Source: an optimization exercise on an open RTL-to-GDS flow (aim: small area, a short achievable clock period and few clock cycles per item). Production flows keep margins and buffers that such runs may drop. The RTL was checked by simulation tests, not by an equivalence proof against the original design.

## run A
## Exp
module Exp(
    input clk,
    input rst,
    input [31:0] x,
    input [31:0] n,
    output [31:0] res,
    output done
);
Size: about 99 I/O pins, about 23000 sq um of cells after synthesis.
==> flow/config.mk <==
export PLATFORM = sky130hd
export DESIGN_NAME = Exp
export DESIGN_NICKNAME = Exp
export VERILOG_FILES = /design/flow/design.v
export SDC_FILE = /design/flow/constraint.sdc
export NUM_CORES = 4
export LEC_CHECK = 0
export CAP_MARGIN = 20
export CORE_MARGIN = 2
export CORE_UTILIZATION = 45
export PLACE_DENSITY = 0.6
export SETUP_SLACK_MARGIN = 4.6
export SLEW_MARGIN = 20
export SYNTH_HIERARCHICAL = 1
==> flow/constraint.sdc <==
create_clock -name core_clock -period 10.0 [get_ports {clk}]
set_input_delay 2.0000 -clock core_clock [delete_from_list [all_inputs] [get_ports {clk}]]
set_output_delay 2.0000 -clock core_clock [all_outputs]
set_load 0.01 [all_outputs]
standard.sh (not shown) runs the stock make flow with config.mk's settings and CLKGATE_MAP_FILE= SYNTH_SCRIPT=/design/flow/synth_recipe.tcl, a recipe that flattens the netlist after the stock synthesis.
==> flow/flow/run.sh <==
#!/bin/bash
# The standard layout, with plain buffers (instead of the resizer's default
# pick) on the ports.
set -euo pipefail
export BUFFER_PORTS_ARGS="-buffer_cell sky130_fd_sc_hd__buf_1"
bash standard.sh > orfs_make.log 2>&1
Run A: flow completed, timing, DRC and antenna clean
Testbench counts of run A, summed over its fixed seeds: cycles 6,460, items 384.
[inputs] run B vs run A
- a change of SETUP_SLACK_MARGIN from 4.6 to 4.3
==> comparison <==
Setup slack: run B less than run A. Summary of run B over run A: final cycle utilization of the critical path increased 1.9 points; post-route cell area decreased about 4%; length of routed met3 wiring increased 140 um. As of run B, last weighted congestion value of the routability-driven placer had fallen slightly compared to run A. Looking at run B and run A, the clock-pin transition on the worst setup and hold timing paths is a wash. Cell count after synthesis came out exactly the same in run B and run A. Ratio of cells with drive above 1 in the final layout down 4.6 points in run B wrt run A.
Input changes introduced in run C (baseline for comparison: run B):
- a change of SETUP_SLACK_MARGIN from 4.3 to 5
--- outcome ---
The fmax reported for run C is greater than that of run B by 2.9%. Compared with run B, post-route cell area in run C increased by more than 10%. Run C vs. run B: critical path depth increased 7, worst hold slack decreased 6.0 ps. Lower share of the clock period used by the worst path was reported by run C, not run B. Taking run B as the reference point, the number of cells after detailed placement of run C rises by about 0.3%. When the final numbers for run C and run B were put side by side, the global routing met3 resource utilization turned out to be smaller in run C.

---

## wip/tundra
Starting RTL as in the previous note.
==> flow/config.mk <==
export PLATFORM = sky130hd
export DESIGN_NAME = Exp
export DESIGN_NICKNAME = Exp
export VERILOG_FILES = /design/flow/design.v
export SDC_FILE = /design/flow/constraint.sdc
export NUM_CORES = 4
export LEC_CHECK = 0
export CAP_MARGIN = 20
export CORE_MARGIN = 2
export CORE_UTILIZATION = 45
export CTS_BUF_LIST = sky130_fd_sc_hd__clkbuf_8
export PLACE_DENSITY = 0.6
export SETUP_SLACK_MARGIN = 4.5
export SLEW_MARGIN = 20
export SYNTH_HIERARCHICAL = 1
==> flow/constraint.sdc <==
create_clock -name core_clock -period 10.0 [get_ports {clk}]
set_input_delay 2.0000 -clock core_clock [delete_from_list [all_inputs] [get_ports {clk}]]
set_output_delay 2.0000 -clock core_clock [all_outputs]
set_load 0.01 [all_outputs]
Scripts as last shown in full above: flow/flow/run.sh
The flow did not stop early for wip/tundra: all stages ran, and the layout cleared the timing, DRC and antenna checks.
Testbench counts of wip/tundra, summed over its fixed seeds: cycles 6,460, items 384.
What wip/quartz does differently from wip/tundra at the input level:
- a change of SLEW_MARGIN from 20 to 0
- a deleted CTS_BUF_LIST that had been sky130_fd_sc_hd__clkbuf_8
- a change of SETUP_SLACK_MARGIN from 4.5 to 4.6
- a change of CAP_MARGIN from 20 to 0
No stage failed in wip/quartz, and the final checks on the layout all came back clean.
Cmp wip/quartz and wip/tundra / share of the clock period used by the worst path after layout / lower: wip/quartz
wip/quartz ended up with one[15] as its endpoint of the worst setup timing path; wip/tundra ended up with r[30].
The met1 layer usage reported by global route on wip/quartz is in line with that on wip/tundra.
Number of setup buffers added after CTS, wip/quartz and wip/tundra, lower one = wip/tundra.
Summary of wip/quartz over wip/tundra: aggregate negative setup slack flat; clock-pin slew on the worst setup and hold paths down 0.02 ns; minimum clock period after layout down 0.020 ns; synthesized area flat; setup slack up 0.020 ns.
Relative to wip/quartz, the following input files were edited for wip/amber:
- SLEW_MARGIN changed from 0 to 20
- CAP_MARGIN changed from 0 to 20
- SETUP_SLACK_MARGIN changed from 4.6 to 3.5
Findings:
- Comparing non-filler instance count after layout for wip/amber and wip/quartz, the bigger number came from wip/quartz.
- Sum of routed wire segments on met1 down 2.3% in wip/amber wrt wip/quartz
- Clock buffer count (higher): wip/quartz
- wip/amber against wip/quartz: buffering overhead has decreased; number of vias per cell has remained practically unchanged; non-clock buffer count has decreased.
- Summary of wip/amber over wip/quartz: area growth from synthesis to layout decreased by 6.2 points relative to the old numbers, final area decreased by about 5.5% relative to the old numbers, share of the clock period used by the worst path after layout increased by 9.9 points relative to the old numbers.
#### Input delta (wip/garnet over wip/amber)
- SETUP_SLACK_MARGIN: 3.5 -> 4
--- outcome ---
The design area number comes out higher for wip/garnet vs wip/amber. There was hardly any difference in multi-input gate area in the final layout between wip/garnet and wip/amber. From wip/amber to wip/garnet the numbers moved as follows: accumulated negative setup slack held steady; number of nets in the layout neither gained nor lost much; worst reg-to-reg path cell count now sits higher; routed wire length picked up an extra 0.43%. Status: number of global-route vias before repair parity (wip/garnet, wip/amber). When the final numbers for wip/amber and wip/garnet were put side by side, the number of DRC markers in iteration 0 turned out to be greater in wip/garnet.

-- port drivers added, routing unchanged --
Ports are ideal in the flow. The routed layouts listed here were re-timed in OpenROAD.
Step 1 (the two cells are an assumption about what drives the block):
set clk [get_ports {clk}]
set_driving_cell -lib_cell sky130_fd_sc_hd__clkbuf_16 $clk
set_driving_cell -lib_cell sky130_fd_sc_hd__buf_2 [delete_from_list [all_inputs] $clk]
Step 2, shift: input delay + t, output delay - t, t = (earliest + latest rising clock arrival at the registers) / 2. This alone moves slack from input paths to output paths.
Three values: no drivers, after step 1, after step 2; two values: the first two.
run | t, ns | setup slack, ns | worst hold slack (ns) | clock arrival spread, ns
run A | 0.517 | 4.619 / 4.619 / 4.619 | 0.486 / 0.486 / 0.486 | 0.014 / 0.014
run B | 0.516 | 4.430 / 4.430 / 4.430 | 0.493 / 0.493 / 0.493 | 0.014 / 0.015
run C | 0.524 | 4.587 / 4.587 / 4.587 | 0.487 / 0.487 / 0.487 | 0.019 / 0.019
wip/tundra | 0.587 | 4.590 / 4.590 / 4.590 | 0.492 / 0.492 / 0.492 | 0.018 / 0.018
wip/quartz | 0.546 | 4.610 / 4.610 / 4.610 | 0.486 / 0.486 / 0.486 | 0.016 / 0.016
wip/amber | 0.518 | 3.619 / 3.619 / 3.619 | 0.493 / 0.493 / 0.493 | 0.020 / 0.019
wip/garnet | 0.516 | 4.244 / 4.244 / 4.244 | 0.494 / 0.494 / 0.494 | 0.020 / 0.020
After both steps every run listed still meets setup and hold.
